Background: an optimization exercise with open tools, aiming at small area, a short achievable clock period and few clock cycles. Do not read the settings as production practice.
The RTL was checked by simulation tests, not by an equivalence proof against the original design.

File: flow/flow/run.sh
#!/bin/bash
# The standard layout, with timing repair aiming for 20 ns of setup slack
# at the design's clock period (over-fixing, as SETUP_SLACK_MARGIN does).
set -euo pipefail
bash standard.sh SETUP_SLACK_MARGIN=20 finish > orfs_make.log 2>&1
File: flow/standard.sh
#!/bin/bash
# synth_recipe.tcl (not shown) runs the flow's synth.tcl, then flattens the netlist and writes it again
# the make line also repeats each setting of config.mk as NAME=value (left out here)
make -C /OpenROAD-flow-scripts/flow DESIGN_CONFIG=/design/flow/config.mk WORK_HOME=/design/flow/orfs CLKGATE_MAP_FILE= SYNTH_SCRIPT=/design/flow/synth_recipe.tcl "${@:-finish}"
File: flow/config.mk
export PLATFORM = sky130hd
export DESIGN_NAME = bas
export DESIGN_NICKNAME = bas
export VERILOG_FILES = /design/flow/design.v
export SDC_FILE = /design/flow/constraint.sdc
export NUM_CORES = 8
export LEC_CHECK = 0
export CAP_MARGIN = 20
export CORE_MARGIN = 2
export CORE_UTILIZATION = 45
export SLEW_MARGIN = 20
File: flow/constraint.sdc
create_clock -name core_clock -period 27.0 [get_ports {clock}]
set_input_delay 5.4000 -clock core_clock [delete_from_list [all_inputs] [get_ports {clock}]]
set_output_delay 5.4000 -clock core_clock [all_outputs]
set_load 0.01 [all_outputs]
File: flow/design.v
module lfsr(d, n);
input  [8:0] d;
output [8:0] n;
assign n = {d[7:0], d[1] ^ d[2] ^ d[3] ^ d[7]};
endmodule
module beetle_left_antenna(d1, d2, q1, q2, ra, rb);
input [17:0] d1, d2;
input q1, q2;
output [32:0] ra, rb;
wire s0, k0;
assign {k0, s0} = {1'b0, ~(d1[0] & d1[6])} + {1'b0, ~(d1[1] & d1[5])} + {1'b0, 1'b1};
wire s1, k1;
assign {k1, s1} = {1'b0, ~(d1[0] & d1[4])} + {1'b0, ~(d1[1] & d1[3])} + {1'b0, 1'b1};
wire s2, k2;
assign {k2, s2} = {1'b0, ~(d1[0] & d1[5])} + {1'b0, ~(d1[1] & d1[4])} + {1'b0, ~(d1[3] & ~d1[2])};
wire s3, k3;
assign {k3, s3} = {1'b0, ~(d1[2] & d1[4])} + {1'b0, ~(d1[3] & d1[2])} + {1'b0, s0};
wire [8:0] Alo = {1'b0, k2, k1, s1, ~(d1[0] & d1[3]), ~(d1[0] & d1[2]), ~(d1[1] & ~d1[0]), 1'b1, ~d1[0]} + {1'b0, s3, s2, ~(d1[2] & d1[1]), ~(d1[2] & ~d1[1]), ~(d1[1] & d1[0]), 1'b1, 1'b1, 1'b1} + 9'd1;
wire s4, k4;
assign {k4, s4} = {1'b0, ~(d2[0] & d2[6])} + {1'b0, ~(d2[1] & d2[5])} + {1'b0, 1'b1};
wire s5, k5;
assign {k5, s5} = {1'b0, ~(d2[0] & d2[4])} + {1'b0, ~(d2[1] & d2[3])} + {1'b0, 1'b1};
wire s6, k6;
assign {k6, s6} = {1'b0, ~(d2[0] & d2[5])} + {1'b0, ~(d2[1] & d2[4])} + {1'b0, ~(d2[3] & ~d2[2])};
wire s7, k7;
assign {k7, s7} = {1'b0, ~(d2[2] & d2[4])} + {1'b0, ~(d2[3] & d2[2])} + {1'b0, s4};
wire [8:0] Blo = {1'b0, k6, k5, s5, ~(d2[0] & d2[3]), ~(d2[0] & d2[2]), ~(d2[1] & ~d2[0]), 1'b1, ~d2[0]} + {1'b0, s7, s6, ~(d2[2] & d2[1]), ~(d2[2] & ~d2[1]), ~(d2[1] & d2[0]), 1'b1, 1'b1, 1'b1} + 9'd1;
wire s8, k8;
assign {k8, s8} = {1'b0, ~(d1[0] & d1[7])} + {1'b0, ~(d1[1] & d1[6])} + {1'b0, 1'b1};
wire s9, k9;
assign {k9, s9} = {1'b0, ~(d1[0] & d1[12])} + {1'b0, ~(d1[1] & d1[11])} + {1'b0, 1'b1};
wire s10, k10;
assign {k10, s10} = {1'b0, ~(d1[0] & d1[13])} + {1'b0, ~(d1[1] & d1[12])} + {1'b0, ~(d1[2] & d1[11])};
wire s11, k11;
assign {k11, s11} = {1'b0, ~(d1[0] & d1[14])} + {1'b0, ~(d1[1] & d1[13])} + {1'b0, ~(d1[2] & d1[12])};
wire s12, k12;
assign {k12, s12} = {1'b0, ~(d1[3] & d1[11])} + {1'b0, ~(d1[4] & d1[10])} + {1'b0, ~(d1[5] & d1[9])};
wire s13, k13;
assign {k13, s13} = {1'b0, ~(d1[0] & d1[15])} + {1'b0, ~(d1[1] & d1[14])} + {1'b0, ~(d1[2] & d1[13])};
wire s14, k14;
assign {k14, s14} = {1'b0, ~(d1[3] & d1[12])} + {1'b0, ~(d1[4] & d1[11])} + {1'b0, ~(d1[5] & d1[10])};
wire s15, k15;
assign {k15, s15} = {1'b0, ~(d1[6] & d1[9])} + {1'b0, ~(d1[8] & ~d1[7])} + {1'b0, 1'b1};
wire s16, k16;
assign {k16, s16} = {1'b0, ~(d1[0] & d1[16])} + {1'b0, ~(d1[1] & d1[15])} + {1'b0, ~(d1[2] & d1[14])};
wire s17, k17;
assign {k17, s17} = {1'b0, ~(d1[3] & d1[13])} + {1'b0, ~(d1[4] & d1[12])} + {1'b0, ~(d1[5] & d1[11])};
wire s18, k18;
assign {k18, s18} = {1'b0, ~(d1[6] & d1[10])} + {1'b0, ~(d1[7] & d1[9])} + {1'b0, ~(d1[8] & d1[7])};
wire s19, k19;
assign {k19, s19} = {1'b0, ~(d2[0] & d2[16])} + {1'b0, ~(d2[1] & d2[15])} + {1'b0, ~(d2[2] & d2[14])};
wire s20, k20;
assign {k20, s20} = {1'b0, ~(d1[1] & d1[16])} + {1'b0, ~(d1[2] & d1[15])} + {1'b0, ~(d1[3] & d1[14])};
wire s21, k21;
assign {k21, s21} = {1'b0, ~(d1[4] & d1[13])} + {1'b0, ~(d1[5] & d1[12])} + {1'b0, ~(d1[6] & d1[11])};
wire s22, k22;
assign {k22, s22} = {1'b0, ~(d1[7] & d1[10])} + {1'b0, ~(d1[9] & ~d1[8])} + {1'b0, (d1[17] & d1[0])};
wire s23, k23;
assign {k23, s23} = {1'b0, ~(d2[1] & d2[16])} + {1'b0, ~(d2[2] & d2[15])} + {1'b0, ~(d2[3] & d2[14])};
wire s24, k24;
assign {k24, s24} = {1'b0, ~(d2[4] & d2[13])} + {1'b0, ~(d2[5] & d2[12])} + {1'b0, 1'b1};
wire s25, k25;
assign {k25, s25} = {1'b0, 1'b0} + {1'b0, ~(d1[2] & d1[16])} + {1'b0, ~(d1[3] & d1[15])};
wire s26, k26;
assign {k26, s26} = {1'b0, ~(d1[4] & d1[14])} + {1'b0, ~(d1[5] & d1[13])} + {1'b0, ~(d1[6] & d1[12])};
wire s27, k27;
assign {k27, s27} = {1'b0, ~(d1[7] & d1[11])} + {1'b0, ~(d1[8] & d1[10])} + {1'b0, ~(d1[9] & d1[8])};
wire s28, k28;
assign {k28, s28} = {1'b0, (d1[17] & d1[1])} + {1'b0, ~(d2[2] & d2[16])} + {1'b0, ~(d2[3] & d2[15])};
wire s29, k29;
assign {k29, s29} = {1'b0, ~(d2[4] & d2[14])} + {1'b0, ~(d2[5] & d2[13])} + {1'b0, ~(d2[6] & d2[12])};
wire s30, k30;
assign {k30, s30} = {1'b0, ~(d2[7] & d2[11])} + {1'b0, ~(d2[8] & d2[10])} + {1'b0, 1'b1};
wire s31, k31;
assign {k31, s31} = {1'b0, ~(d1[3] & d1[16])} + {1'b0, ~(d1[4] & d1[15])} + {1'b0, ~(d1[5] & d1[14])};
wire s32, k32;
assign {k32, s32} = {1'b0, ~(d1[6] & d1[13])} + {1'b0, ~(d1[7] & d1[12])} + {1'b0, ~(d1[8] & d1[11])};
wire s33, k33;
assign {k33, s33} = {1'b0, ~(d1[10] & ~d1[9])} + {1'b0, (d1[17] & d1[2])} + {1'b0, ~(d2[3] & d2[16])};
wire s34, k34;
assign {k34, s34} = {1'b0, ~(d2[4] & d2[15])} + {1'b0, ~(d2[5] & d2[14])} + {1'b0, ~(d2[6] & d2[13])};
wire s35, k35;
assign {k35, s35} = {1'b0, ~(d2[7] & d2[12])} + {1'b0, ~(d2[8] & d2[11])} + {1'b0, 1'b1};
wire s36, k36;
assign {k36, s36} = {1'b0, ~(d1[4] & d1[16])} + {1'b0, ~(d1[5] & d1[15])} + {1'b0, ~(d1[6] & d1[14])};
wire s37, k37;
assign {k37, s37} = {1'b0, ~(d1[7] & d1[13])} + {1'b0, ~(d1[8] & d1[12])} + {1'b0, ~(d1[9] & d1[11])};
wire s38, k38;
assign {k38, s38} = {1'b0, ~(d1[10] & d1[9])} + {1'b0, (d1[17] & d1[3])} + {1'b0, ~(d2[4] & d2[16])};
wire s39, k39;
assign {k39, s39} = {1'b0, ~(d2[5] & d2[15])} + {1'b0, ~(d2[6] & d2[14])} + {1'b0, ~(d2[7] & d2[13])};
wire s40, k40;
assign {k40, s40} = {1'b0, ~(d1[5] & d1[16])} + {1'b0, ~(d1[6] & d1[15])} + {1'b0, ~(d1[7] & d1[14])};
wire s41, k41;
assign {k41, s41} = {1'b0, ~(d1[8] & d1[13])} + {1'b0, ~(d1[9] & d1[12])} + {1'b0, ~(d1[11] & ~d1[10])};
wire s42, k42;
assign {k42, s42} = {1'b0, (d1[17] & d1[4])} + {1'b0, ~(d2[5] & d2[16])} + {1'b0, 1'b1};
wire s43, k43;
assign {k43, s43} = {1'b0, ~(d1[6] & d1[16])} + {1'b0, ~(d1[7] & d1[15])} + {1'b0, ~(d1[8] & d1[14])};
wire s44, k44;
assign {k44, s44} = {1'b0, ~(d1[9] & d1[13])} + {1'b0, ~(d1[10] & d1[12])} + {1'b0, ~(d1[11] & d1[10])};
wire s45, k45;
assign {k45, s45} = {1'b0, ~(d1[7] & d1[16])} + {1'b0, ~(d1[8] & d1[15])} + {1'b0, 1'b1};
wire s46, k46;
assign {k46, s46} = {1'b0, ~(d1[2] & d1[5])} + {1'b0, ~(d1[4] & ~d1[3])} + {1'b0, ~(d2[0] & d2[7])};
wire s47, k47;
assign {k47, s47} = {1'b0, ~(d2[1] & d2[6])} + {1'b0, ~(d2[2] & d2[5])} + {1'b0, ~(d2[4] & ~d2[3])};
wire s48, k48;
assign {k48, s48} = {1'b0, ~(d1[0] & d1[8])} + {1'b0, ~(d1[1] & d1[7])} + {1'b0, ~(d1[2] & d1[6])};
wire s49, k49;
assign {k49, s49} = {1'b0, ~(d1[3] & d1[5])} + {1'b0, ~(d1[4] & d1[3])} + {1'b0, ~(d2[0] & d2[8])};
wire s50, k50;
assign {k50, s50} = {1'b0, ~(d1[0] & d1[9])} + {1'b0, ~(d1[1] & d1[8])} + {1'b0, ~(d1[2] & d1[7])};
wire s51, k51;
assign {k51, s51} = {1'b0, ~(d1[3] & d1[6])} + {1'b0, ~(d1[5] & ~d1[4])} + {1'b0, 1'b1};
wire s52, k52;
assign {k52, s52} = {1'b0, ~(d1[0] & d1[10])} + {1'b0, ~(d1[1] & d1[9])} + {1'b0, ~(d1[2] & d1[8])};
wire s53, k53;
assign {k53, s53} = {1'b0, ~(d1[3] & d1[7])} + {1'b0, ~(d1[4] & d1[6])} + {1'b0, ~(d1[5] & d1[4])};
wire s54, k54;
assign {k54, s54} = {1'b0, ~(d2[0] & d2[10])} + {1'b0, ~(d2[1] & d2[9])} + {1'b0, 1'b1};
wire s55, k55;
assign {k55, s55} = {1'b0, ~(d1[0] & d1[11])} + {1'b0, ~(d1[1] & d1[10])} + {1'b0, ~(d1[2] & d1[9])};
wire s56, k56;
assign {k56, s56} = {1'b0, ~(d1[3] & d1[8])} + {1'b0, ~(d1[4] & d1[7])} + {1'b0, ~(d1[6] & ~d1[5])};
wire s57, k57;
assign {k57, s57} = {1'b0, ~(d2[0] & d2[11])} + {1'b0, ~(d2[1] & d2[10])} + {1'b0, ~(d2[2] & d2[9])};
wire s58, k58;
assign {k58, s58} = {1'b0, ~(d1[2] & d1[10])} + {1'b0, ~(d1[3] & d1[9])} + {1'b0, ~(d1[4] & d1[8])};
wire s59, k59;
assign {k59, s59} = {1'b0, ~(d1[5] & d1[7])} + {1'b0, ~(d1[6] & d1[5])} + {1'b0, ~(d2[0] & d2[12])};
wire s60, k60;
assign {k60, s60} = {1'b0, ~(d2[1] & d2[11])} + {1'b0, ~(d2[2] & d2[10])} + {1'b0, ~(d2[3] & d2[9])};
wire s61, k61;
assign {k61, s61} = {1'b0, ~(d2[4] & d2[8])} + {1'b0, ~(d2[5] & d2[7])} + {1'b0, 1'b1};
wire s62, k62;
assign {k62, s62} = {1'b0, ~(d1[3] & d1[10])} + {1'b0, ~(d1[4] & d1[9])} + {1'b0, ~(d1[5] & d1[8])};
wire s63, k63;
assign {k63, s63} = {1'b0, ~(d1[7] & ~d1[6])} + {1'b0, ~(d2[0] & d2[13])} + {1'b0, ~(d2[1] & d2[12])};
wire s64, k64;
assign {k64, s64} = {1'b0, ~(d2[2] & d2[11])} + {1'b0, ~(d2[3] & d2[10])} + {1'b0, ~(d2[4] & d2[9])};
wire s65, k65;
assign {k65, s65} = {1'b0, ~(d2[5] & d2[8])} + {1'b0, ~(d2[7] & ~d2[6])} + {1'b0, k9};
wire s66, k66;
assign {k66, s66} = {1'b0, ~(d1[6] & d1[8])} + {1'b0, ~(d1[7] & d1[6])} + {1'b0, ~(d2[0] & d2[14])};
wire s67, k67;
assign {k67, s67} = {1'b0, ~(d2[1] & d2[13])} + {1'b0, ~(d2[2] & d2[12])} + {1'b0, ~(d2[3] & d2[11])};
wire s68, k68;
assign {k68, s68} = {1'b0, ~(d2[4] & d2[10])} + {1'b0, ~(d2[5] & d2[9])} + {1'b0, ~(d2[6] & d2[8])};
wire s69, k69;
assign {k69, s69} = {1'b0, ~(d2[7] & d2[6])} + {1'b0, k10} + {1'b0, s11};
wire s70, k70;
assign {k70, s70} = {1'b0, ~(d2[0] & d2[15])} + {1'b0, ~(d2[1] & d2[14])} + {1'b0, ~(d2[2] & d2[13])};
wire s71, k71;
assign {k71, s71} = {1'b0, ~(d2[3] & d2[12])} + {1'b0, ~(d2[4] & d2[11])} + {1'b0, ~(d2[5] & d2[10])};
wire s72, k72;
assign {k72, s72} = {1'b0, ~(d2[6] & d2[9])} + {1'b0, ~(d2[8] & ~d2[7])} + {1'b0, k11};
wire s73, k73;
assign {k73, s73} = {1'b0, k12} + {1'b0, s13} + {1'b0, s14};
wire s74, k74;
assign {k74, s74} = {1'b0, ~(d2[3] & d2[13])} + {1'b0, ~(d2[4] & d2[12])} + {1'b0, ~(d2[5] & d2[11])};
wire s75, k75;
assign {k75, s75} = {1'b0, ~(d2[6] & d2[10])} + {1'b0, ~(d2[7] & d2[9])} + {1'b0, ~(d2[8] & d2[7])};
wire s76, k76;
assign {k76, s76} = {1'b0, k13} + {1'b0, k14} + {1'b0, k15};
wire s77, k77;
assign {k77, s77} = {1'b0, s16} + {1'b0, s17} + {1'b0, s18};
wire s78, k78;
assign {k78, s78} = {1'b0, ~(d2[6] & d2[11])} + {1'b0, ~(d2[7] & d2[10])} + {1'b0, ~(d2[9] & ~d2[8])};
wire s79, k79;
assign {k79, s79} = {1'b0, (d2[17] & d2[0])} + {1'b0, k16} + {1'b0, k17};
wire s80, k80;
assign {k80, s80} = {1'b0, k18} + {1'b0, k19} + {1'b0, s20};
wire s81, k81;
assign {k81, s81} = {1'b0, s21} + {1'b0, s22} + {1'b0, s23};
wire s82, k82;
assign {k82, s82} = {1'b0, ~(d2[9] & d2[8])} + {1'b0, (d2[17] & d2[1])} + {1'b0, k20};
wire s83, k83;
assign {k83, s83} = {1'b0, k21} + {1'b0, k22} + {1'b0, k23};
wire s84, k84;
assign {k84, s84} = {1'b0, k24} + {1'b0, s25} + {1'b0, s26};
wire s85, k85;
assign {k85, s85} = {1'b0, s27} + {1'b0, s28} + {1'b0, s29};
wire s86, k86;
assign {k86, s86} = {1'b0, ~(d2[10] & ~d2[9])} + {1'b0, (d2[17] & d2[2])} + {1'b0, k25};
wire s87, k87;
assign {k87, s87} = {1'b0, k26} + {1'b0, k27} + {1'b0, k28};
wire s88, k88;
assign {k88, s88} = {1'b0, k29} + {1'b0, k30} + {1'b0, s31};
wire s89, k89;
assign {k89, s89} = {1'b0, s32} + {1'b0, s33} + {1'b0, s34};
wire s90, k90;
assign {k90, s90} = {1'b0, ~(d2[8] & d2[12])} + {1'b0, ~(d2[9] & d2[11])} + {1'b0, ~(d2[10] & d2[9])};
wire s91, k91;
assign {k91, s91} = {1'b0, (d2[17] & d2[3])} + {1'b0, k31} + {1'b0, k32};
wire s92, k92;
assign {k92, s92} = {1'b0, k33} + {1'b0, k34} + {1'b0, k35};
wire s93, k93;
assign {k93, s93} = {1'b0, s36} + {1'b0, s37} + {1'b0, s38};
wire s94, k94;
assign {k94, s94} = {1'b0, ~(d2[6] & d2[15])} + {1'b0, ~(d2[7] & d2[14])} + {1'b0, ~(d2[8] & d2[13])};
wire s95, k95;
assign {k95, s95} = {1'b0, ~(d2[9] & d2[12])} + {1'b0, ~(d2[11] & ~d2[10])} + {1'b0, (d2[17] & d2[4])};
wire s96, k96;
assign {k96, s96} = {1'b0, k36} + {1'b0, k37} + {1'b0, k38};
wire s97, k97;
assign {k97, s97} = {1'b0, k39} + {1'b0, s40} + {1'b0, s41};
wire s98, k98;
assign {k98, s98} = {1'b0, (d1[17] & d1[5])} + {1'b0, ~(d2[6] & d2[16])} + {1'b0, ~(d2[7] & d2[15])};
wire s99, k99;
assign {k99, s99} = {1'b0, ~(d2[8] & d2[14])} + {1'b0, ~(d2[9] & d2[13])} + {1'b0, ~(d2[10] & d2[12])};
wire s100, k100;
assign {k100, s100} = {1'b0, ~(d2[11] & d2[10])} + {1'b0, (d2[17] & d2[5])} + {1'b0, k40};
wire s101, k101;
assign {k101, s101} = {1'b0, k41} + {1'b0, k42} + {1'b0, s43};
wire s102, k102;
assign {k102, s102} = {1'b0, ~(d1[9] & d1[14])} + {1'b0, ~(d1[10] & d1[13])} + {1'b0, ~(d1[12] & ~d1[11])};
wire s103, k103;
assign {k103, s103} = {1'b0, (d1[17] & d1[6])} + {1'b0, ~(d2[7] & d2[16])} + {1'b0, ~(d2[8] & d2[15])};
wire s104, k104;
assign {k104, s104} = {1'b0, ~(d2[9] & d2[14])} + {1'b0, ~(d2[10] & d2[13])} + {1'b0, ~(d2[12] & ~d2[11])};
wire s105, k105;
assign {k105, s105} = {1'b0, (d2[17] & d2[6])} + {1'b0, k43} + {1'b0, k44};
wire s106, k106;
assign {k106, s106} = {1'b0, ~(d1[8] & d1[16])} + {1'b0, ~(d1[9] & d1[15])} + {1'b0, ~(d1[10] & d1[14])};
wire s107, k107;
assign {k107, s107} = {1'b0, ~(d1[11] & d1[13])} + {1'b0, ~(d1[12] & d1[11])} + {1'b0, (d1[17] & d1[7])};
wire s108, k108;
assign {k108, s108} = {1'b0, ~(d2[8] & d2[16])} + {1'b0, ~(d2[9] & d2[15])} + {1'b0, ~(d2[10] & d2[14])};
wire s109, k109;
assign {k109, s109} = {1'b0, ~(d2[11] & d2[13])} + {1'b0, ~(d2[12] & d2[11])} + {1'b0, (d2[17] & d2[7])};
wire s110, k110;
assign {k110, s110} = {1'b0, ~(d1[9] & d1[16])} + {1'b0, ~(d1[10] & d1[15])} + {1'b0, ~(d1[11] & d1[14])};
wire s111, k111;
assign {k111, s111} = {1'b0, ~(d1[13] & ~d1[12])} + {1'b0, (d1[17] & d1[8])} + {1'b0, ~(d2[9] & d2[16])};
wire s112, k112;
assign {k112, s112} = {1'b0, ~(d2[10] & d2[15])} + {1'b0, ~(d2[11] & d2[14])} + {1'b0, 1'b1};
wire s113, k113;
assign {k113, s113} = {1'b0, ~(d1[10] & d1[16])} + {1'b0, ~(d1[11] & d1[15])} + {1'b0, ~(d1[12] & d1[14])};
wire s114, k114;
assign {k114, s114} = {1'b0, ~(d1[13] & d1[12])} + {1'b0, (d1[17] & d1[9])} + {1'b0, ~(d2[10] & d2[16])};
wire s115, k115;
assign {k115, s115} = {1'b0, ~(d1[11] & d1[16])} + {1'b0, ~(d1[12] & d1[15])} + {1'b0, 1'b1};
wire s116, k116;
assign {k116, s116} = {1'b0, k0} + {1'b0, k4} + {1'b0, s46};
wire s117, k117;
assign {k117, s117} = {1'b0, s47} + {1'b0, s8} + {1'b0, 1'b1};
wire s118, k118;
assign {k118, s118} = {1'b0, ~(d2[1] & d2[7])} + {1'b0, ~(d2[2] & d2[6])} + {1'b0, ~(d2[3] & d2[5])};
wire s119, k119;
assign {k119, s119} = {1'b0, ~(d2[4] & d2[3])} + {1'b0, k46} + {1'b0, k47};
wire s120, k120;
assign {k120, s120} = {1'b0, k8} + {1'b0, s48} + {1'b0, 1'b1};
wire s121, k121;
assign {k121, s121} = {1'b0, ~(d2[0] & d2[9])} + {1'b0, ~(d2[1] & d2[8])} + {1'b0, ~(d2[2] & d2[7])};
wire s122, k122;
assign {k122, s122} = {1'b0, ~(d2[3] & d2[6])} + {1'b0, ~(d2[5] & ~d2[4])} + {1'b0, k48};
wire s123, k123;
assign {k123, s123} = {1'b0, k49} + {1'b0, s50} + {1'b0, s51};
wire s124, k124;
assign {k124, s124} = {1'b0, ~(d2[2] & d2[8])} + {1'b0, ~(d2[3] & d2[7])} + {1'b0, ~(d2[4] & d2[6])};
wire s125, k125;
assign {k125, s125} = {1'b0, ~(d2[5] & d2[4])} + {1'b0, k50} + {1'b0, k51};
wire s126, k126;
assign {k126, s126} = {1'b0, s52} + {1'b0, s53} + {1'b0, s54};
wire s127, k127;
assign {k127, s127} = {1'b0, ~(d2[3] & d2[8])} + {1'b0, ~(d2[4] & d2[7])} + {1'b0, ~(d2[6] & ~d2[5])};
wire s128, k128;
assign {k128, s128} = {1'b0, k52} + {1'b0, k53} + {1'b0, k54};
wire s129, k129;
assign {k129, s129} = {1'b0, s55} + {1'b0, s56} + {1'b0, s57};
wire s130, k130;
assign {k130, s130} = {1'b0, ~(d2[6] & d2[5])} + {1'b0, k55} + {1'b0, k56};
wire s131, k131;
assign {k131, s131} = {1'b0, k57} + {1'b0, s58} + {1'b0, s59};
wire s132, k132;
assign {k132, s132} = {1'b0, s60} + {1'b0, s61} + {1'b0, s9};
wire s133, k133;
assign {k133, s133} = {1'b0, k58} + {1'b0, k59} + {1'b0, k60};
wire s134, k134;
assign {k134, s134} = {1'b0, k61} + {1'b0, s62} + {1'b0, s63};
wire s135, k135;
assign {k135, s135} = {1'b0, s64} + {1'b0, s10} + {1'b0, s65};
wire s136, k136;
assign {k136, s136} = {1'b0, k62} + {1'b0, k63} + {1'b0, k64};
wire s137, k137;
assign {k137, s137} = {1'b0, s66} + {1'b0, s67} + {1'b0, s68};
wire s138, k138;
assign {k138, s138} = {1'b0, s12} + {1'b0, k65} + {1'b0, s69};
wire s139, k139;
assign {k139, s139} = {1'b0, k66} + {1'b0, k67} + {1'b0, k68};
wire s140, k140;
assign {k140, s140} = {1'b0, s70} + {1'b0, s71} + {1'b0, s15};
wire s141, k141;
assign {k141, s141} = {1'b0, k69} + {1'b0, s72} + {1'b0, s73};
wire s142, k142;
assign {k142, s142} = {1'b0, k70} + {1'b0, k71} + {1'b0, s74};
wire s143, k143;
assign {k143, s143} = {1'b0, s75} + {1'b0, s19} + {1'b0, k72};
wire s144, k144;
assign {k144, s144} = {1'b0, k73} + {1'b0, s76} + {1'b0, s77};
wire s145, k145;
assign {k145, s145} = {1'b0, k74} + {1'b0, k75} + {1'b0, s78};
wire s146, k146;
assign {k146, s146} = {1'b0, s24} + {1'b0, k76} + {1'b0, k77};
wire s147, k147;
assign {k147, s147} = {1'b0, s79} + {1'b0, s80} + {1'b0, s81};
wire s148, k148;
assign {k148, s148} = {1'b0, k78} + {1'b0, s30} + {1'b0, k79};
wire s149, k149;
assign {k149, s149} = {1'b0, k80} + {1'b0, k81} + {1'b0, s82};
wire s150, k150;
assign {k150, s150} = {1'b0, s83} + {1'b0, s84} + {1'b0, s85};
wire s151, k151;
assign {k151, s151} = {1'b0, s35} + {1'b0, k82} + {1'b0, k83};
wire s152, k152;
assign {k152, s152} = {1'b0, k84} + {1'b0, k85} + {1'b0, s86};
wire s153, k153;
assign {k153, s153} = {1'b0, s87} + {1'b0, s88} + {1'b0, s89};
wire s154, k154;
assign {k154, s154} = {1'b0, s90} + {1'b0, s39} + {1'b0, k86};
wire s155, k155;
assign {k155, s155} = {1'b0, k87} + {1'b0, k88} + {1'b0, k89};
wire s156, k156;
assign {k156, s156} = {1'b0, s91} + {1'b0, s92} + {1'b0, s93};
wire s157, k157;
assign {k157, s157} = {1'b0, k90} + {1'b0, s94} + {1'b0, s95};
wire s158, k158;
assign {k158, s158} = {1'b0, s42} + {1'b0, k91} + {1'b0, k92};
wire s159, k159;
assign {k159, s159} = {1'b0, k93} + {1'b0, s96} + {1'b0, s97};
wire s160, k160;
assign {k160, s160} = {1'b0, k94} + {1'b0, k95} + {1'b0, s98};
wire s161, k161;
assign {k161, s161} = {1'b0, s99} + {1'b0, s44} + {1'b0, k96};
wire s162, k162;
assign {k162, s162} = {1'b0, k97} + {1'b0, s100} + {1'b0, s101};
wire s163, k163;
assign {k163, s163} = {1'b0, k98} + {1'b0, k99} + {1'b0, s102};
wire s164, k164;
assign {k164, s164} = {1'b0, s103} + {1'b0, s104} + {1'b0, s45};
wire s165, k165;
assign {k165, s165} = {1'b0, k100} + {1'b0, k101} + {1'b0, s105};
wire s166, k166;
assign {k166, s166} = {1'b0, k102} + {1'b0, k103} + {1'b0, k104};
wire s167, k167;
assign {k167, s167} = {1'b0, k45} + {1'b0, s106} + {1'b0, s107};
wire s168, k168;
assign {k168, s168} = {1'b0, s108} + {1'b0, s109} + {1'b0, k105};
wire s169, k169;
assign {k169, s169} = {1'b0, ~(d2[13] & ~d2[12])} + {1'b0, (d2[17] & d2[8])} + {1'b0, k106};
wire s170, k170;
assign {k170, s170} = {1'b0, k107} + {1'b0, k108} + {1'b0, k109};
wire s171, k171;
assign {k171, s171} = {1'b0, s110} + {1'b0, s111} + {1'b0, s112};
wire s172, k172;
assign {k172, s172} = {1'b0, ~(d2[11] & d2[15])} + {1'b0, ~(d2[12] & d2[14])} + {1'b0, ~(d2[13] & d2[12])};
wire s173, k173;
assign {k173, s173} = {1'b0, (d2[17] & d2[9])} + {1'b0, k110} + {1'b0, k111};
wire s174, k174;
assign {k174, s174} = {1'b0, k112} + {1'b0, s113} + {1'b0, s114};
wire s175, k175;
assign {k175, s175} = {1'b0, ~(d1[14] & ~d1[13])} + {1'b0, (d1[17] & d1[10])} + {1'b0, ~(d2[11] & d2[16])};
wire s176, k176;
assign {k176, s176} = {1'b0, ~(d2[12] & d2[15])} + {1'b0, ~(d2[14] & ~d2[13])} + {1'b0, (d2[17] & d2[10])};
wire s177, k177;
assign {k177, s177} = {1'b0, k113} + {1'b0, k114} + {1'b0, s115};
wire s178, k178;
assign {k178, s178} = {1'b0, ~(d1[12] & d1[16])} + {1'b0, ~(d1[13] & d1[15])} + {1'b0, ~(d1[14] & d1[13])};
wire s179, k179;
assign {k179, s179} = {1'b0, (d1[17] & d1[11])} + {1'b0, ~(d2[12] & d2[16])} + {1'b0, ~(d2[13] & d2[15])};
wire s180, k180;
assign {k180, s180} = {1'b0, ~(d2[14] & d2[13])} + {1'b0, (d2[17] & d2[11])} + {1'b0, k115};
wire s181, k181;
assign {k181, s181} = {1'b0, ~(d1[13] & d1[16])} + {1'b0, ~(d1[15] & ~d1[14])} + {1'b0, (d1[17] & d1[12])};
wire s182, k182;
assign {k182, s182} = {1'b0, ~(d2[13] & d2[16])} + {1'b0, ~(d2[15] & ~d2[14])} + {1'b0, 1'b1};
wire s183, k183;
assign {k183, s183} = {1'b0, ~(d1[14] & d1[16])} + {1'b0, ~(d1[15] & d1[14])} + {1'b0, (d1[17] & d1[13])};
wire s184, k184;
assign {k184, s184} = {1'b0, k3} + {1'b0, k7} + {1'b0, s116};
wire s185, k185;
assign {k185, s185} = {1'b0, s118} + {1'b0, s49} + {1'b0, k116};
wire s186, k186;
assign {k186, s186} = {1'b0, k117} + {1'b0, s119} + {1'b0, 1'b1};
wire s187, k187;
assign {k187, s187} = {1'b0, k118} + {1'b0, s121} + {1'b0, k119};
wire s188, k188;
assign {k188, s188} = {1'b0, k120} + {1'b0, s122} + {1'b0, s123};
wire s189, k189;
assign {k189, s189} = {1'b0, k121} + {1'b0, s124} + {1'b0, k122};
wire s190, k190;
assign {k190, s190} = {1'b0, k123} + {1'b0, s125} + {1'b0, s126};
wire s191, k191;
assign {k191, s191} = {1'b0, k124} + {1'b0, s127} + {1'b0, k125};
wire s192, k192;
assign {k192, s192} = {1'b0, k126} + {1'b0, s128} + {1'b0, s129};
wire s193, k193;
assign {k193, s193} = {1'b0, k127} + {1'b0, k128} + {1'b0, k129};
wire s194, k194;
assign {k194, s194} = {1'b0, s130} + {1'b0, s131} + {1'b0, s132};
wire s195, k195;
assign {k195, s195} = {1'b0, k130} + {1'b0, k131} + {1'b0, k132};
wire s196, k196;
assign {k196, s196} = {1'b0, s133} + {1'b0, s134} + {1'b0, s135};
wire s197, k197;
assign {k197, s197} = {1'b0, k133} + {1'b0, k134} + {1'b0, s136};
wire s198, k198;
assign {k198, s198} = {1'b0, s137} + {1'b0, k135} + {1'b0, s138};
wire s199, k199;
assign {k199, s199} = {1'b0, k136} + {1'b0, k137} + {1'b0, s139};
wire s200, k200;
assign {k200, s200} = {1'b0, s140} + {1'b0, k138} + {1'b0, s141};
wire s201, k201;
assign {k201, s201} = {1'b0, k139} + {1'b0, k140} + {1'b0, s142};
wire s202, k202;
assign {k202, s202} = {1'b0, s143} + {1'b0, k141} + {1'b0, s144};
wire s203, k203;
assign {k203, s203} = {1'b0, k142} + {1'b0, s145} + {1'b0, k143};
wire s204, k204;
assign {k204, s204} = {1'b0, s146} + {1'b0, k144} + {1'b0, s147};
wire s205, k205;
assign {k205, s205} = {1'b0, k145} + {1'b0, k146} + {1'b0, s148};
wire s206, k206;
assign {k206, s206} = {1'b0, s149} + {1'b0, k147} + {1'b0, s150};
wire s207, k207;
assign {k207, s207} = {1'b0, k148} + {1'b0, k149} + {1'b0, s151};
wire s208, k208;
assign {k208, s208} = {1'b0, s152} + {1'b0, k150} + {1'b0, s153};
wire s209, k209;
assign {k209, s209} = {1'b0, k151} + {1'b0, k152} + {1'b0, s154};
wire s210, k210;
assign {k210, s210} = {1'b0, s155} + {1'b0, k153} + {1'b0, s156};
wire s211, k211;
assign {k211, s211} = {1'b0, s157} + {1'b0, k154} + {1'b0, k155};
wire s212, k212;
assign {k212, s212} = {1'b0, s158} + {1'b0, k156} + {1'b0, s159};
wire s213, k213;
assign {k213, s213} = {1'b0, k157} + {1'b0, s160} + {1'b0, k158};
wire s214, k214;
assign {k214, s214} = {1'b0, s161} + {1'b0, k159} + {1'b0, s162};
wire s215, k215;
assign {k215, s215} = {1'b0, k160} + {1'b0, s163} + {1'b0, s164};
wire s216, k216;
assign {k216, s216} = {1'b0, k161} + {1'b0, s165} + {1'b0, k162};
wire s217, k217;
assign {k217, s217} = {1'b0, k163} + {1'b0, k164} + {1'b0, s166};
wire s218, k218;
assign {k218, s218} = {1'b0, s167} + {1'b0, k165} + {1'b0, s168};
wire s219, k219;
assign {k219, s219} = {1'b0, k166} + {1'b0, k167} + {1'b0, s169};
wire s220, k220;
assign {k220, s220} = {1'b0, s170} + {1'b0, s171} + {1'b0, k168};
wire s221, k221;
assign {k221, s221} = {1'b0, s172} + {1'b0, k169} + {1'b0, k170};
wire s222, k222;
assign {k222, s222} = {1'b0, k171} + {1'b0, s173} + {1'b0, s174};
wire s223, k223;
assign {k223, s223} = {1'b0, k172} + {1'b0, s175} + {1'b0, s176};
wire s224, k224;
assign {k224, s224} = {1'b0, k173} + {1'b0, k174} + {1'b0, s177};
wire s225, k225;
assign {k225, s225} = {1'b0, k175} + {1'b0, k176} + {1'b0, s178};
wire s226, k226;
assign {k226, s226} = {1'b0, s179} + {1'b0, k177} + {1'b0, s180};
wire s227, k227;
assign {k227, s227} = {1'b0, (d2[17] & d2[12])} + {1'b0, k178} + {1'b0, k179};
wire s228, k228;
assign {k228, s228} = {1'b0, s181} + {1'b0, s182} + {1'b0, k180};
wire s229, k229;
assign {k229, s229} = {1'b0, ~(d2[14] & d2[16])} + {1'b0, ~(d2[15] & d2[14])} + {1'b0, (d2[17] & d2[13])};
wire s230, k230;
assign {k230, s230} = {1'b0, k181} + {1'b0, k182} + {1'b0, s183};
wire s231, k231;
assign {k231, s231} = {1'b0, ~(d1[16] & ~d1[15])} + {1'b0, (d1[17] & d1[14])} + {1'b0, ~(d2[16] & ~d2[15])};
wire s232, k232;
assign {k232, s232} = {1'b0, (d2[17] & d2[14])} + {1'b0, k183} + {1'b0, 1'b1};
wire s233, k233;
assign {k233, s233} = {1'b0, ~(d1[16] & d1[15])} + {1'b0, (d1[17] & d1[15])} + {1'b0, ~(d2[16] & d2[15])};
wire s234, k234;
assign {k234, s234} = {1'b0, (d2[17] & d2[15])} + {1'b0, ~(q1 & d1[0])} + {1'b0, ~(q2 & d2[0])};
wire s235, k235;
assign {k235, s235} = {1'b0, ~d1[17]} + {1'b0, ~d2[17]} + {1'b0, (d1[17] & d1[16])};
wire s236, k236;
assign {k236, s236} = {1'b0, (d2[17] & d2[16])} + {1'b0, ~(q1 & d1[1])} + {1'b0, ~(q2 & d2[1])};
wire s237, k237;
assign {k237, s237} = {1'b0, s117} + {1'b0, s184} + {1'b0, 1'b1};
wire s238, k238;
assign {k238, s238} = {1'b0, s120} + {1'b0, s185} + {1'b0, s186};
wire s239, k239;
assign {k239, s239} = {1'b0, k185} + {1'b0, k186} + {1'b0, s187};
wire s240, k240;
assign {k240, s240} = {1'b0, k187} + {1'b0, s189} + {1'b0, k188};
wire s241, k241;
assign {k241, s241} = {1'b0, k189} + {1'b0, s191} + {1'b0, k190};
wire s242, k242;
assign {k242, s242} = {1'b0, k191} + {1'b0, s193} + {1'b0, k192};
wire s243, k243;
assign {k243, s243} = {1'b0, k193} + {1'b0, s195} + {1'b0, k194};
wire s244, k244;
assign {k244, s244} = {1'b0, k195} + {1'b0, s197} + {1'b0, k196};
wire s245, k245;
assign {k245, s245} = {1'b0, k197} + {1'b0, s199} + {1'b0, k198};
wire s246, k246;
assign {k246, s246} = {1'b0, k199} + {1'b0, s201} + {1'b0, k200};
wire s247, k247;
assign {k247, s247} = {1'b0, k201} + {1'b0, s203} + {1'b0, k202};
wire s248, k248;
assign {k248, s248} = {1'b0, k203} + {1'b0, s205} + {1'b0, k204};
wire s249, k249;
assign {k249, s249} = {1'b0, k205} + {1'b0, s207} + {1'b0, k206};
wire s250, k250;
assign {k250, s250} = {1'b0, k207} + {1'b0, s209} + {1'b0, k208};
wire s251, k251;
assign {k251, s251} = {1'b0, k209} + {1'b0, s211} + {1'b0, k210};
wire s252, k252;
assign {k252, s252} = {1'b0, k211} + {1'b0, s213} + {1'b0, k212};
wire s253, k253;
assign {k253, s253} = {1'b0, s215} + {1'b0, k213} + {1'b0, k214};
wire s254, k254;
assign {k254, s254} = {1'b0, s217} + {1'b0, k215} + {1'b0, k216};
wire s255, k255;
assign {k255, s255} = {1'b0, k217} + {1'b0, s219} + {1'b0, s220};
wire s256, k256;
assign {k256, s256} = {1'b0, k219} + {1'b0, s221} + {1'b0, s222};
wire s257, k257;
assign {k257, s257} = {1'b0, s223} + {1'b0, k221} + {1'b0, k222};
wire s258, k258;
assign {k258, s258} = {1'b0, k223} + {1'b0, s225} + {1'b0, s226};
wire s259, k259;
assign {k259, s259} = {1'b0, k225} + {1'b0, s227} + {1'b0, k226};
wire s260, k260;
assign {k260, s260} = {1'b0, s229} + {1'b0, k227} + {1'b0, s230};
wire s261, k261;
assign {k261, s261} = {1'b0, k229} + {1'b0, s231} + {1'b0, k230};
wire s262, k262;
assign {k262, s262} = {1'b0, k231} + {1'b0, s233} + {1'b0, s234};
wire s263, k263;
assign {k263, s263} = {1'b0, k233} + {1'b0, s235} + {1'b0, k234};
wire s264, k264;
assign {k264, s264} = {1'b0, ~(q1 & d1[2])} + {1'b0, ~(q2 & d2[2])} + {1'b0, k235};
wire s265, k265;
assign {k265, s265} = {1'b0, 1'b0} + {1'b0, ~(q1 & d1[3])} + {1'b0, 1'b1};
wire s266, k266;
assign {k266, s266} = {1'b0, 1'b0} + {1'b0, ~(q1 & d1[4])} + {1'b0, 1'b1};
wire s267, k267;
assign {k267, s267} = {1'b0, 1'b0} + {1'b0, ~(q1 & d1[5])} + {1'b0, 1'b1};
wire s268, k268;
assign {k268, s268} = {1'b0, 1'b0} + {1'b0, ~(q1 & d1[6])} + {1'b0, 1'b1};
wire s269, k269;
assign {k269, s269} = {1'b0, Alo[8]} + {1'b0, Blo[8]} + {1'b0, 1'b1};
wire s270, k270;
assign {k270, s270} = {1'b0, k184} + {1'b0, k237} + {1'b0, s238};
wire s271, k271;
assign {k271, s271} = {1'b0, s188} + {1'b0, k238} + {1'b0, s239};
wire s272, k272;
assign {k272, s272} = {1'b0, s190} + {1'b0, k239} + {1'b0, s240};
wire s273, k273;
assign {k273, s273} = {1'b0, s192} + {1'b0, k240} + {1'b0, s241};
wire s274, k274;
assign {k274, s274} = {1'b0, s194} + {1'b0, k241} + {1'b0, s242};
wire s275, k275;
assign {k275, s275} = {1'b0, k242} + {1'b0, s196} + {1'b0, s243};
wire s276, k276;
assign {k276, s276} = {1'b0, k243} + {1'b0, s198} + {1'b0, s244};
wire s277, k277;
assign {k277, s277} = {1'b0, s200} + {1'b0, k244} + {1'b0, s245};
wire s278, k278;
assign {k278, s278} = {1'b0, s202} + {1'b0, k245} + {1'b0, s246};
wire s279, k279;
assign {k279, s279} = {1'b0, s204} + {1'b0, k246} + {1'b0, s247};
wire s280, k280;
assign {k280, s280} = {1'b0, s206} + {1'b0, k247} + {1'b0, s248};
wire s281, k281;
assign {k281, s281} = {1'b0, s208} + {1'b0, k248} + {1'b0, s249};
wire s282, k282;
assign {k282, s282} = {1'b0, s210} + {1'b0, k249} + {1'b0, s250};
wire s283, k283;
assign {k283, s283} = {1'b0, s212} + {1'b0, k250} + {1'b0, s251};
wire s284, k284;
assign {k284, s284} = {1'b0, s214} + {1'b0, k251} + {1'b0, s252};
wire s285, k285;
assign {k285, s285} = {1'b0, s216} + {1'b0, k252} + {1'b0, s253};
wire s286, k286;
assign {k286, s286} = {1'b0, s218} + {1'b0, k253} + {1'b0, s254};
wire s287, k287;
assign {k287, s287} = {1'b0, k218} + {1'b0, k254} + {1'b0, s255};
wire s288, k288;
assign {k288, s288} = {1'b0, k220} + {1'b0, s256} + {1'b0, k255};
wire s289, k289;
assign {k289, s289} = {1'b0, s224} + {1'b0, k256} + {1'b0, s257};
wire s290, k290;
assign {k290, s290} = {1'b0, k224} + {1'b0, k257} + {1'b0, s258};
wire s291, k291;
assign {k291, s291} = {1'b0, s228} + {1'b0, s259} + {1'b0, k258};
wire s292, k292;
assign {k292, s292} = {1'b0, k228} + {1'b0, s260} + {1'b0, k259};
wire s293, k293;
assign {k293, s293} = {1'b0, s232} + {1'b0, s261} + {1'b0, k260};
wire s294, k294;
assign {k294, s294} = {1'b0, k232} + {1'b0, s262} + {1'b0, k261};
wire s295, k295;
assign {k295, s295} = {1'b0, s236} + {1'b0, k262} + {1'b0, s263};
wire s296, k296;
assign {k296, s296} = {1'b0, k236} + {1'b0, s264} + {1'b0, k263};
wire s297, k297;
assign {k297, s297} = {1'b0, ~(q2 & d2[3])} + {1'b0, s265} + {1'b0, k264};
wire s298, k298;
assign {k298, s298} = {1'b0, ~(q2 & d2[4])} + {1'b0, k265} + {1'b0, s266};
wire s299, k299;
assign {k299, s299} = {1'b0, ~(q2 & d2[5])} + {1'b0, k266} + {1'b0, s267};
wire s300, k300;
assign {k300, s300} = {1'b0, ~(q2 & d2[6])} + {1'b0, k267} + {1'b0, s268};
wire s301, k301;
assign {k301, s301} = {1'b0, 1'b0} + {1'b0, k268} + {1'b0, 1'b1};
assign ra = ~{k300, k299, k298, k297, k296, k295, k294, k293, k292, k291, k290, k289, k288, k287, k286, k285, k284, k283, k282, k281, k280, k279, k278, k277, k276, k275, k274, k273, k272, k271, k270, k269, s269};
assign rb = ~{s301, s300, s299, s298, s297, s296, s295, s294, s293, s292, s291, s290, s289, s288, s287, s286, s285, s284, s283, s282, s281, s280, s279, s278, s277, s276, s275, s274, s273, s272, s271, s270, s237};
endmodule
module beetle_compare(al, bl, ar, br, gt);
input [32:0] al, bl, ar, br;
output gt;
wire [31:0] a = {~al[31], al[30:0]};
wire [31:0] b = bl[31:0];
wire [31:0] c = ~{~ar[31], ar[30:0]};
wire [31:0] e = ~br[31:0];
wire [32:0] tl = {1'b0, a} + {1'b0, b};
wire [32:0] tr = {1'b0, ~c} + {1'b0, br[31:0]};
wire [31:0] x1 = a ^ b;
wire [31:0] x2 = c ^ e;
wire [31:0] x = x1 ^ x2;
wire [31:0] co;
wire [31:0] ci = {co[30:0], 1'b1};
genvar i;
generate for (i = 0; i < 32; i = i + 1) begin : cmp4
  assign co[i] = x1[i] ? c[i] : a[i];
end endgenerate
wire [31:0] xs = x ^ ci;
wire [31:0] xk = {x[30:0] & ci[30:0] | ~x[30:0] & e[30:0], 1'b0};
wire k31 = x[31] ? ci[31] : e[31];
wire [32:0] ts = {1'b0, xs} + {1'b0, xk};
assign gt = ~(ts[32] ^ k31 ^ co[31] ^ tl[32] ^ tr[32]);
endmodule
module beetle_right_antenna(dir, sense, s3, step);
input  [8:0]  dir;
input  [12:0] sense;
input  [14:0] s3;
output [13:0] step;
wire [15:0] s1 = {3'b000, sense};
wire [15:0] s2 = {2'b00, sense, 1'b0};
wire [15:0] t3 = {1'b0, s3};
wire [15:0] s4 = {1'b0, sense, 2'b00};
wire [3:0] g0 = {dir[2:0], 1'b0};
wire [3:0] g1 = dir[5:2];
wire [3:0] g2 = dir[8:5];
wire [15:0] r0, r1, r2;
wire n0, n1, n2;
beetle_booth_row b0(g0, s1, s2, t3, s4, r0, n0);
beetle_booth_row b1(g1, s1, s2, t3, s4, r1, n1);
beetle_booth_row b2(g2, s1, s2, t3, s4, r2, n2);
wire [21:0] p = {{6{n0}}, r0} + {{3{n1}}, r1, 3'd0} + {r2, 6'd0}
              + {15'd0, n2, 2'b00, n1, 2'b00, n0};
assign step = p[21:8];
endmodule
module beetle_booth_row(g, s1, s2, s3, s4, r, n);
input  [3:0]  g;
input  [15:0] s1, s2, s3, s4;
output [15:0] r;
output n;
wire [2:0] a = g[3] ? ~g[2:0] : g[2:0];
wire m1 = ~a[2] & (a[1] ^ a[0]);
wire m2 = ~a[2] & a[1] & a[0] | a[2] & ~a[1] & ~a[0];
wire m3 = a[2] & (a[1] ^ a[0]);
wire m4 = a[2] & a[1] & a[0];
wire [15:0] mag = {16{m1}} & s1 | {16{m2}} & s2 | {16{m3}} & s3 | {16{m4}} & s4;
assign r = g[3] ? ~mag : mag;
assign n = g[3];
endmodule
module beetle_position(mx, my, nx, ny, d1, d2, q1, q2);
parameter NB = 0;
input  [15:0] mx, my;
input  signed [13:0] nx, ny;
output [17:0] d1, d2;
output q1, q2;
wire [15:0] fx = {{2{nx[13]}}, nx};
wire [15:0] fy = {{2{ny[13]}}, ny};
wire [15:0] ax = NB ? mx - fx : mx + fx;
wire [15:0] ay = NB ? my - fy : my + fy;
assign d1 = {2'b00, ax} + {ay[15], ay, 1'b0} - 18'd1792;
assign d2 = {ax[15], ax, 1'b0} + {2'b00, ay} - 18'd1280;
assign q1 = ay[15];
assign q2 = ax[15];
endmodule
module bas(clock,reset,load, seed_x,seed_y,iterations,x,y,x_extreme,y_extreme,out_value,done );
    input clock,reset,load;
    input [8:0] seed_x,seed_y;
    input [8:0] iterations;
    input [15:0] x,y;
    output signed [15:0] x_extreme,y_extreme;
    output signed [39:0] out_value;
    output reg done;
    reg [15:0] x_curr, y_curr;           
    reg signed [13:0] step_x, step_y;    
    reg signed [13:0] step_nx, step_ny;  
    reg [17:0] dl1, dl2, dr1, dr2;       
    reg ql1, ql2, qr1, qr2;              
    reg [32:0] value_curr;               
    reg [8:0] dir_x, dir_y;              
    reg [12:0] sense;                    
    reg [8:0] remain;
    reg run;
    reg first;                           
    reg [15:0] x_best, y_best;
    reg [32:0] value_best;
    reg value_init;                      
    wire [32:0] al, bl, ar, br;
    beetle_left_antenna ol(dl1, dl2, ql1, ql2, al, bl);
    beetle_left_antenna or_(dr1, dr2, qr1, qr2, ar, br);
    wire go_right;
    beetle_compare cmp(al, bl, ar, br, go_right);
    wire [32:0] odour_l = al + bl;
    wire [32:0] odour_r = ar + br;
    wire [15:0] x_l = x_curr + {{2{step_x[13]}}, step_x};
    wire [15:0] y_l = y_curr + {{2{step_y[13]}}, step_y};
    wire [15:0] x_r = x_curr - {{2{step_x[13]}}, step_x};
    wire [15:0] y_r = y_curr - {{2{step_y[13]}}, step_y};
    wire [17:0] ell1, ell2, elr1, elr2, erl1, erl2, err1, err2;
    wire qll1, qll2, qlr1, qlr2, qrl1, qrl2, qrr1, qrr2;
    beetle_position #(0) pll(x_l, y_l, step_nx, step_ny, ell1, ell2, qll1, qll2);
    beetle_position #(1) plr(x_l, y_l, step_nx, step_ny, elr1, elr2, qlr1, qlr2);
    beetle_position #(0) prl(x_r, y_r, step_nx, step_ny, erl1, erl2, qrl1, qrl2);
    beetle_position #(1) prr(x_r, y_r, step_nx, step_ny, err1, err2, qrr1, qrr2);
    wire signed [13:0] mul_x, mul_y;
    wire [14:0] sense3 = {2'b00, sense} + {1'b0, sense, 1'b0};
    beetle_right_antenna mulx(dir_x, sense, sense3, mul_x);
    beetle_right_antenna muly(dir_y, sense, sense3, mul_y);
    wire [8:0] dir_x_n, dir_y_n, seed_x_n, seed_y_n;
    lfsr lx(dir_x, dir_x_n);
    lfsr ly(dir_y, dir_y_n);
    lfsr lsx(seed_x, seed_x_n);
    lfsr lsy(seed_y, seed_y_n);
    assign x_extreme = x_best;
    assign y_extreme = y_best;
    assign out_value = {4'b0, {3{value_init}}, value_best};
    always @(posedge clock) begin
        if (reset) begin
            x_curr <= x;
            y_curr <= y;
            dl1 <= 18'd0;
            dl2 <= 18'd0;
            dr1 <= 18'd0;
            dr2 <= 18'd0;
            ql1 <= 1'b0;
            ql2 <= 1'b0;
            qr1 <= 1'b0;
            qr2 <= 1'b0;
            step_x <= 14'd0;
            step_y <= 14'd0;
            step_nx <= 14'd0;
            step_ny <= 14'd0;
            dir_x <= 9'd0;
            dir_y <= 9'd0;
        end else begin
            if (go_right) begin
                x_curr <= x_r;
                y_curr <= y_r;
                dl1 <= erl1;
                dl2 <= erl2;
                dr1 <= err1;
                dr2 <= err2;
                ql1 <= qrl1;
                ql2 <= qrl2;
                qr1 <= qrr1;
                qr2 <= qrr2;
            end else begin
                x_curr <= x_l;
                y_curr <= y_l;
                dl1 <= ell1;
                dl2 <= ell2;
                dr1 <= elr1;
                dr2 <= elr2;
                ql1 <= qll1;
                ql2 <= qll2;
                qr1 <= qlr1;
                qr2 <= qlr2;
            end
            step_x <= step_nx;
            step_y <= step_ny;
            if (load) begin
                step_nx <= {{5{seed_x[8]}}, seed_x} + {{2{seed_x[8]}}, seed_x, 3'b000} + {seed_x[8], seed_x, 4'b0000};
                step_ny <= {{5{seed_y[8]}}, seed_y} + {{2{seed_y[8]}}, seed_y, 3'b000} + {seed_y[8], seed_y, 4'b0000};
                dir_x <= seed_x_n;
                dir_y <= seed_y_n;
            end else begin
                step_nx <= mul_x;
                step_ny <= mul_y;
                dir_x <= dir_x_n;
                dir_y <= dir_y_n;
            end
        end
        value_curr <= go_right ? odour_r : odour_l;
        if (reset)
            sense <= 13'd6400;
        else if (load)
            sense <= 13'd6375;
        else
            sense <= sense - {8'd0, sense[12:8]} - {12'd0, sense[7:0] != 8'd0};
        if (reset) begin
            run <= 1'b0;
            done <= 1'b0;
            x_best <= 16'd0;
            y_best <= 16'd0;
            value_best <= {33{1'b1}};
            value_init <= 1'b1;
        end else if (load) begin
            remain <= iterations;
            first <= 1'b1;
            run <= iterations != 9'd0;
            done <= iterations == 9'd0;
        end else if (run) begin
            remain <= remain - 9'd1;
            first <= 1'b0;
            if (remain == 9'd0) begin
                run <= 1'b0;
                done <= 1'b1;
            end
            if (!first && value_curr < value_best) begin
                x_best <= x_curr;
                y_best <= y_curr;
                value_best <= value_curr;
                value_init <= 1'b0;
            end
        end
    end
endmodule
==> flow_summary.toml, run 1 <==
[routing]
wirelength_um = 183000
drtAntennaViolNets = 0
via_count = 46400
firstDrtPassIters = 10
routed_via_density = 5.60
routedWlPerCell_um = 22.2
drcViolationCount = 0
drt_iter0_markers = 3430

[setup_path]
max_stage_delay_ns = 0.62
kind_of_start_point_of_the_critical_path = "flip-flop"
worstSetupEndpointType = "flip-flop"
critical-path-top-cell-by-count = "sky130_fd_sc_hd__fa_1"
critPathSlowestCell = "sky130_fd_sc_hd__ha_1"
critical_path.max_fanout = 8
crit_required_ns = 27.49
ff2ff_setup_slack_ns = 19.28
r2r-end = "dl2[4]"
critPathArrivalTime_ns = 8.21
timing.rr.start = "dl1[15]"
worst_path_class_setup = "flip-flop to flip-flop"
path_depth_of_the_worst_reg2reg_path = 28

[timing]
hold_viol = 0
setup_viol = 0
timing.max_slew.rel_slack_pct = 30.8
max_freq_ghz = 0.130
final.setup.tns_ns = 0
fin_skew_ns = 0.0518
final_min_period_over_clock_period_pct = 28.6
setup_repair_after_global_routing_missed_its_margin = "yes"
maxSlewViolCount = 0
period_minus_slack_ns = 7.72
max_slew.worst_pin.slew_ns = 1.03

[yosys]
synth-edff-count = 10
avgSynthCellArea_um2 = 8.58
synth-seq-area-share_pct = 11.2
post_synth_instance_area_mm2 = 0.0556
postSynth.asyncResetShare_pct = 0
yosys_warnings = 1
synthCells = 6478
post_synth_num_cell_types = 89
dominant_register_cell_in_the_synthesized_netlist = "sky130_fd_sc_hd__dfxtp_1"
yosys_register_bits = 306

[cells_and_area]
number_of_nets_in_the_layout = 8017
final_design_area_no_fill_mm2 = 0.0648
area.growth.synth_to_final_pct = 16.6
multiInputGateArea_mm2 = 0.0478
ff_latch_area_mm2 = 0.00646
finish.utilization_pct = 53.1
fillCellCount = 11200
fraction_of_final_layout_cells_with_drive_strength_greater_than_1_pct = 12.7

[clock_tree]
cts_htree_levels = 2
clock_tree.buffer_depth = 3
ctsRootBufferMaster = "sky130_fd_sc_hd__clkbuf_16"
tritoncts_clock_tree = "yes"
postCtsHoldBufs = 0
worst_skew_pair.late_latency_ns = 0.66
clkTransAtPathRegs_ns = 0.06
cts_inserted_buffers = 43
clock-sinks = 306

[min_path]
min_delay_path_depth = 2
worst_hold_path_type = "flip-flop to flip-flop"
min_to = "value_best[0]"
launch_point_of_the_worst_hold_path = "value_curr[0]"

[grt]
globalRoute.totalOverflow = 0
grt_util_met1_pct = 35.9
grt_first_pass_wirelength_um = 282000
first_global_vias = 47500
antenna_violations_before_repair = 3
grt_start_max_net_pins = 83
grt.busiest_layer = "met2"
groute.usage.overall_pct = 28.9
grt.met2_usage_pct = 48.7
global_route.usage.met3_pct = 4.64

[floorplanning]
initial_utilization_pct = 45.5
pin_count = 135
core.rowCount = 128
area_of_the_die_mm2 = 0.126
design.core.area_mm2 = 0.122
chipWidth_um = 355
die_height_um = 355

[placement]
dp_wirelength_um = 138000
numPortBuffers = 130
routability_congestion = 0.924
placement.cell_area_mm2 = 0.0582

[outcome]
run_status = "complete, no violations"

[job]
cap_violations = 0
## cells in the mapped netlist, types with 16 or more instances
master	instances	area (um^2)
sky130_fd_sc_hd__ha_1	758	9480
sky130_fd_sc_hd__inv_1	662	2480
sky130_fd_sc_hd__fa_1	585	11700
sky130_fd_sc_hd__and2_1	545	3410
sky130_fd_sc_hd__nand2_1	432	1620
sky130_fd_sc_hd__nor2_1	421	1580
sky130_fd_sc_hd__a21oi_1	403	2020
sky130_fd_sc_hd__xnor2_1	368	3220
sky130_fd_sc_hd__dfxtp_1	296	5930
sky130_fd_sc_hd__clkbuf_1	263	987
sky130_fd_sc_hd__o21ai_0	252	1260
sky130_fd_sc_hd__xor2_1	193	1690
sky130_fd_sc_hd__mux2i_1	184	1840
sky130_fd_sc_hd__a21o_1	139	1040
sky130_fd_sc_hd__nor2b_1	90	563
sky130_fd_sc_hd__nand2b_1	82	513
sky130_fd_sc_hd__o21bai_1	77	578
sky130_fd_sc_hd__nor3_1	71	355
sky130_fd_sc_hd__o211ai_1	65	488
sky130_fd_sc_hd__nand3_1	62	310
sky130_fd_sc_hd__a222oi_1	41	410
sky130_fd_sc_hd__a31oi_1	34	213
sky130_fd_sc_hd__a211oi_1	28	210
sky130_fd_sc_hd__buf_2	25	125
sky130_fd_sc_hd__a221oi_1	24	210
sky130_fd_sc_hd__o21a_1	22	165
sky130_fd_sc_hd__and3_1	21	131
sky130_fd_sc_hd__mux2_2	21	236
sky130_fd_sc_hd__or3_1	21	131
sky130_fd_sc_hd__a31o_2	18	158
sky130_fd_sc_hd__buf_1	17	63.8
sky130_fd_sc_hd__or2_2	16	100
## flip-flops by register name, indices dropped and copies added, names as in the netlist, 9 cells and up
| name | cells |
|---|---|
| value_best | 33 |
| value_curr | 33 |
| dl1 | 18 |
| dl2 | 18 |
| dr1 | 18 |
| dr2 | 18 |
| x_best | 16 |
| x_curr | 16 |
| y_best | 16 |
| y_curr | 16 |
| step_nx | 14 |
| step_ny | 14 |
| step_x | 14 |
| step_y | 14 |
| sense | 13 |
| dir_x | 9 |
| dir_y | 9 |
| remain | 9 |
## critical path: cells and delay by family (launching register included)
kind | cells | cell delay (ns)
fa+ha+maj | 7 | 3.30
xor+xnor | 4 | 0.77
buf+inv | 9 | 1.29
simple gates | 4 | 0.78
flops | 1 | 0.38
mux | 1 | 0.36
compound gates | 3 | 0.63
## stage by stage
stage          hold WS, ns  setup slack [ns]  std cells
2_1_floorplan        0.436             19.52       6481
3_3_place_gp         0.453             16.53       7968
3_5_place_dp         0.462             16.45       7968
4_1_cts              0.475             19.32       8233
5_1_grt              0.491             19.06       8272
6_report             0.472             19.28       8274
## how the worst max path moves through the flow
stage               startpoint     endpoint  slack (ns)  depth (start not counted)
finish                 dl1[15]       dl2[4]       19.28                         28
detailed placement      dl2[4]    y_curr[1]       16.45                         26
global route            dr1[9]       dr1[3]       19.06                         29
global placement        dl2[4]       dl2[3]       16.53                         26
floorplan            seed_y[0]  step_ny[10]       19.52                         13
CTS                     dl2[2]       dl2[7]       19.32                         30
## final cells by class
| type | instances | area share (%) |
|---|---|---|
| inverters | 663 | 3.86 |
| multi-input cells | 5198 | 73.7 |
| clock buffers | 54 | 1.83 |
| diodes | 2 | 0.00772 |
| flip-flops and latches | 306 | 9.96 |
| clock inverters | 26 | 0.506 |
| repair buffers | 400 | 6.96 |
| well taps | 1625 | 3.14 |
## cells in the final DEF (no fill, tap or decap), types with 212 or more instances in the layout
cell type	instances
sky130_fd_sc_hd__a21oi_1	357
sky130_fd_sc_hd__and2_1	543
sky130_fd_sc_hd__dfxtp_1	229
sky130_fd_sc_hd__fa_1	519
sky130_fd_sc_hd__ha_1	721
sky130_fd_sc_hd__inv_1	650
sky130_fd_sc_hd__nand2_1	415
sky130_fd_sc_hd__nor2_1	402
sky130_fd_sc_hd__o21ai_0	212
sky130_fd_sc_hd__xnor2_1	351
## layer usage
| metal | vias up | part of all wire (%) | wire length [um] |
|---|---|---|---|
| li1 | 21900 | - | - |
| met1 | 22800 | 41 | 75200 |
| met2 | 1402 | 47 | 86300 |
| met3 | 340 | 6.3 | 11600 |
| met4 | 6 | 5.7 | 10400 |
| met5 | - | 0.023 | 43 |
## logic make-up (layout without fill, tap and decap cells)
logic type / count (synthesis) / after routing / synth area share (%)
AO/OA/AOI/OAI: 1259 / 1259 / 14.7
XOR/XNOR: 566 / 567 / 9.01
adder cells (fa/ha/maj): 1344 / 1344 / 38.1
buffers and inverters: 978 / 1143 / 6.73
flip-flops: 306 / 306 / 11.2
multiplexers: 205 / 205 / 3.74
other: 1 / 6 / 0.00675
AND/OR/NAND/NOR: 1819 / 1819 / 16.5
## what timing repair did
action / in CTS / in global routing
cloned: 24 / 1
gates resized for setup: 656 / 181
pin swaps: 166 / 101
buffers inserted: 161 / 38
setup endpoints to repair: 235 / 179
Testbench counts, summed over its fixed seeds: cycles 49,176.
==> run 2: changes to the inputs <==
==> flow/flow/run.sh (replaced) <==
#!/bin/bash
# The standard layout, with timing repair aiming for 21 ns of setup slack
# at the design's clock period (over-fixing, as SETUP_SLACK_MARGIN does).
set -euo pipefail
bash standard.sh SETUP_SLACK_MARGIN=21 finish > orfs_make.log 2>&1
==> run 2 against run 1 <==
Effect of this change:
- die area unchanged
- sequential share of layout area decreased by 0.055 points
- cell count increased by 1.5%
- worst hold slack improved by 0.0049 ns
- global-route usage increased by 0.22 points
- count of clock-buffer cells in the layout increased by 1
- via count increased by 1.6%
==> flow_summary.toml, run 2 <==
[routing]
drt_iter0_markers = 3929
drtAntennaViolNets = 0
via_count = 47100
routedWlPerCell_um = 22.6
firstDrtPassIters = 10
routed_via_density = 5.61
drcViolationCount = 0
wirelength_um = 190000

[timing]
setup_repair_after_global_routing_missed_its_margin = "yes"
timing.max_slew.rel_slack_pct = 39.4
setup_viol = 0
max_freq_ghz = 0.134
max_slew.worst_pin.slew_ns = 0.908
fin_skew_ns = 0.0627
period_minus_slack_ns = 7.48
final_min_period_over_clock_period_pct = 27.7
hold_viol = 0

[setup_path]
worst_path_class_setup = "flip-flop to flip-flop"
critical_path.max_fanout = 10
critPathSlowestCell = "sky130_fd_sc_hd__fa_2"
max_stage_delay_ns = 0.62
path_depth_of_the_worst_reg2reg_path = 28
ff2ff_setup_slack_ns = 19.52
critPathArrivalTime_ns = 7.92
critical-path-top-cell-by-count = "sky130_fd_sc_hd__fa_2"
kind_of_start_point_of_the_critical_path = "flip-flop"

[cells_and_area]
fillCellCount = 11100
most_common_cell_after_layout_fill_and_taps_aside = "sky130_fd_sc_hd__ha_1"
number_of_nets_in_the_layout = 8145
final_cell_mix = "sky130_fd_sc_hd__ha_1 (701), sky130_fd_sc_hd__inv_1 (645), sky130_fd_sc_hd__and2_1 (536)"
fraction_of_final_layout_cells_with_drive_strength_greater_than_1_pct = 17.4

[floorplanning]
chipWidth_um = 355
initial_utilization_pct = 45.5
die_height_um = 355

[clock_tree]
clkTransAtPathRegs_ns = 0.06
cts_htree_levels = 2
tritoncts_clock_tree = "yes"
clock-sinks = 306
cts_inserted_buffers = 40

[grt]
first_global_vias = 47100
groute.usage.overall_pct = 29.2
grt_first_pass_wirelength_um = 283000
antenna_violations_before_repair = 3
global_route.usage.met3_pct = 3.90
grt.met2_usage_pct = 48.6
grt_util_met1_pct = 38.2
grt_start_max_net_pins = 84

[yosys]
dominant_register_cell_in_the_synthesized_netlist = "sky130_fd_sc_hd__dfxtp_1"
yosys_warnings = 1
synth_fa_ha_area_share_pct = 38.1
yosys-top-cells-count = "sky130_fd_sc_hd__ha_1 (758), sky130_fd_sc_hd__inv_1 (662), sky130_fd_sc_hd__fa_1 (585)"
synth-edff-count = 10
synthMostInstantiatedCell = "sky130_fd_sc_hd__ha_1"
post_synth_mux_area_share_pct = 3.74
ys_top_cells_by_area = "sky130_fd_sc_hd__fa_1 (21%), sky130_fd_sc_hd__ha_1 (17%), sky130_fd_sc_hd__dfxtp_1 (11%), sky130_fd_sc_hd__and2_1 (6.1%), sky130_fd_sc_hd__xnor2_1 (5.8%)"
yosys_register_bits = 306
synth_top_area_share_pct = 21.1
complex_gate_fraction_of_the_synthesized_area_pct = 14.7
synth_top_cell_by_area = "sky130_fd_sc_hd__fa_1"
synthCells = 6478

[placement]
dp_wirelength_um = 136000
numPortBuffers = 130

[min_path]
min_delay_path_depth = 2

[job]
cap_violations = 0

[outcome]
run_status = "complete, no violations"
[run 2: kinds of logic (layout without fill, tap and decap cells)]
family,Yosys count,after routing
AO/OA/AOI/OAI,1259,1259
XOR/XNOR,566,566
adder cells (fa/ha/maj),1344,1344
buffers and inverters,978,1266
flip-flops,306,306
multiplexers,205,205
other,1,6
AND/OR/NAND/NOR,1819,1819
[run 2: cell type report]
type / instances / area [um^2] / share of cell area (%)
sequential: 306 / 6600 / 9.90
multi-input combinational: 5197 / 48100 / 72.1
inverter: 663 / 2530 / 3.80
tap: 1625 / 2030 / 3.05
timing repair buffer: 531 / 6030 / 9.05
antenna: 2 / 5.00 / 0.00751
clock inverter: 16 / 216 / 0.325
timing repair inverter: 1 / 8.76 / 0.0131
clock buffer: 55 / 1140 / 1.71
[run 2: timing repair]
item                                     CTS  global route
endpoints found under the setup margin   361           317
gates cloned                              30             9
setup buffers                            243            80
gates resized for setup                 1018           252
pin swaps                                157           138
[run 2: metrics by stage]
step                      instances  hold WS [ns]  utilization [%]  worst slack [ns]
after floorplan                6481         0.436                -             19.54
after global placement         7961         0.465             48.0             17.79
after detailed placement       7961         0.473             48.0             17.70
after CTS                      8305         0.479             53.0             19.61
after global routing           8394         0.499             54.6             19.34
final                          8396         0.476             54.6             19.52
[run 2: final timing paths]
path | endpoint | from
max | dr2[2] | dr2[4]
min | value_best[8] | value_curr[8]
max reg2reg | dr2[2] | dr2[4]
min reg2reg | value_best[8] | value_curr[8]
[run 2: routing by layer]
| layer | wire length (um) | up-vias |
|---|---|---|
| li1 | - | 22100 |
| met1 | 81300 | 23100 |
| met2 | 88300 | 1589 |
| met3 | 11600 | 338 |
| met4 | 8850 | 2 |
| met5 | 13 | - |
[run 2: critical path, delay by kind of cell, from the launching register on]
| kind | cells | cell delay (ns) |
|---|---|---|
| flops | 1 | 0.37 |
| mux | 2 | 0.55 |
| buf+inv | 7 | 0.89 |
| xor+xnor | 4 | 0.84 |
| fa+ha+maj | 8 | 3.70 |
| simple gates | 4 | 0.29 |
| compound gates | 3 | 0.67 |

-- separate check: timing with driven ports --
The flow's constraints put no driver on any port. The routed layouts listed below were extracted and timed again, unchanged, in two steps. Step 1: set_driving_cell puts a clkbuf_16 on clock and a buf_2 on each other input, an assumption about the parent block. Step 2 also shifts input and output timing later by t, the mid clock arrival at the registers, as if the neighbouring blocks saw the same clock. Three values: ideal ports, drivers, drivers and shift; two values: the first two.
run	shift t [ns]	setup WS [ns]	latest minus earliest clock arrival (ns)	worst slew at a driven data input, ns
run 1	0.710	19.280 / 19.280 / 19.196	0.052 / 0.052	0.11
run 2	0.670	19.519 / 19.519 / 19.136	0.063 / 0.062	0.10
After both steps every run listed still meets setup and hold. For run 2, which loses most, drivers alone change the setup slack by 0.000 ns; drivers and shift together by -0.383 ns.
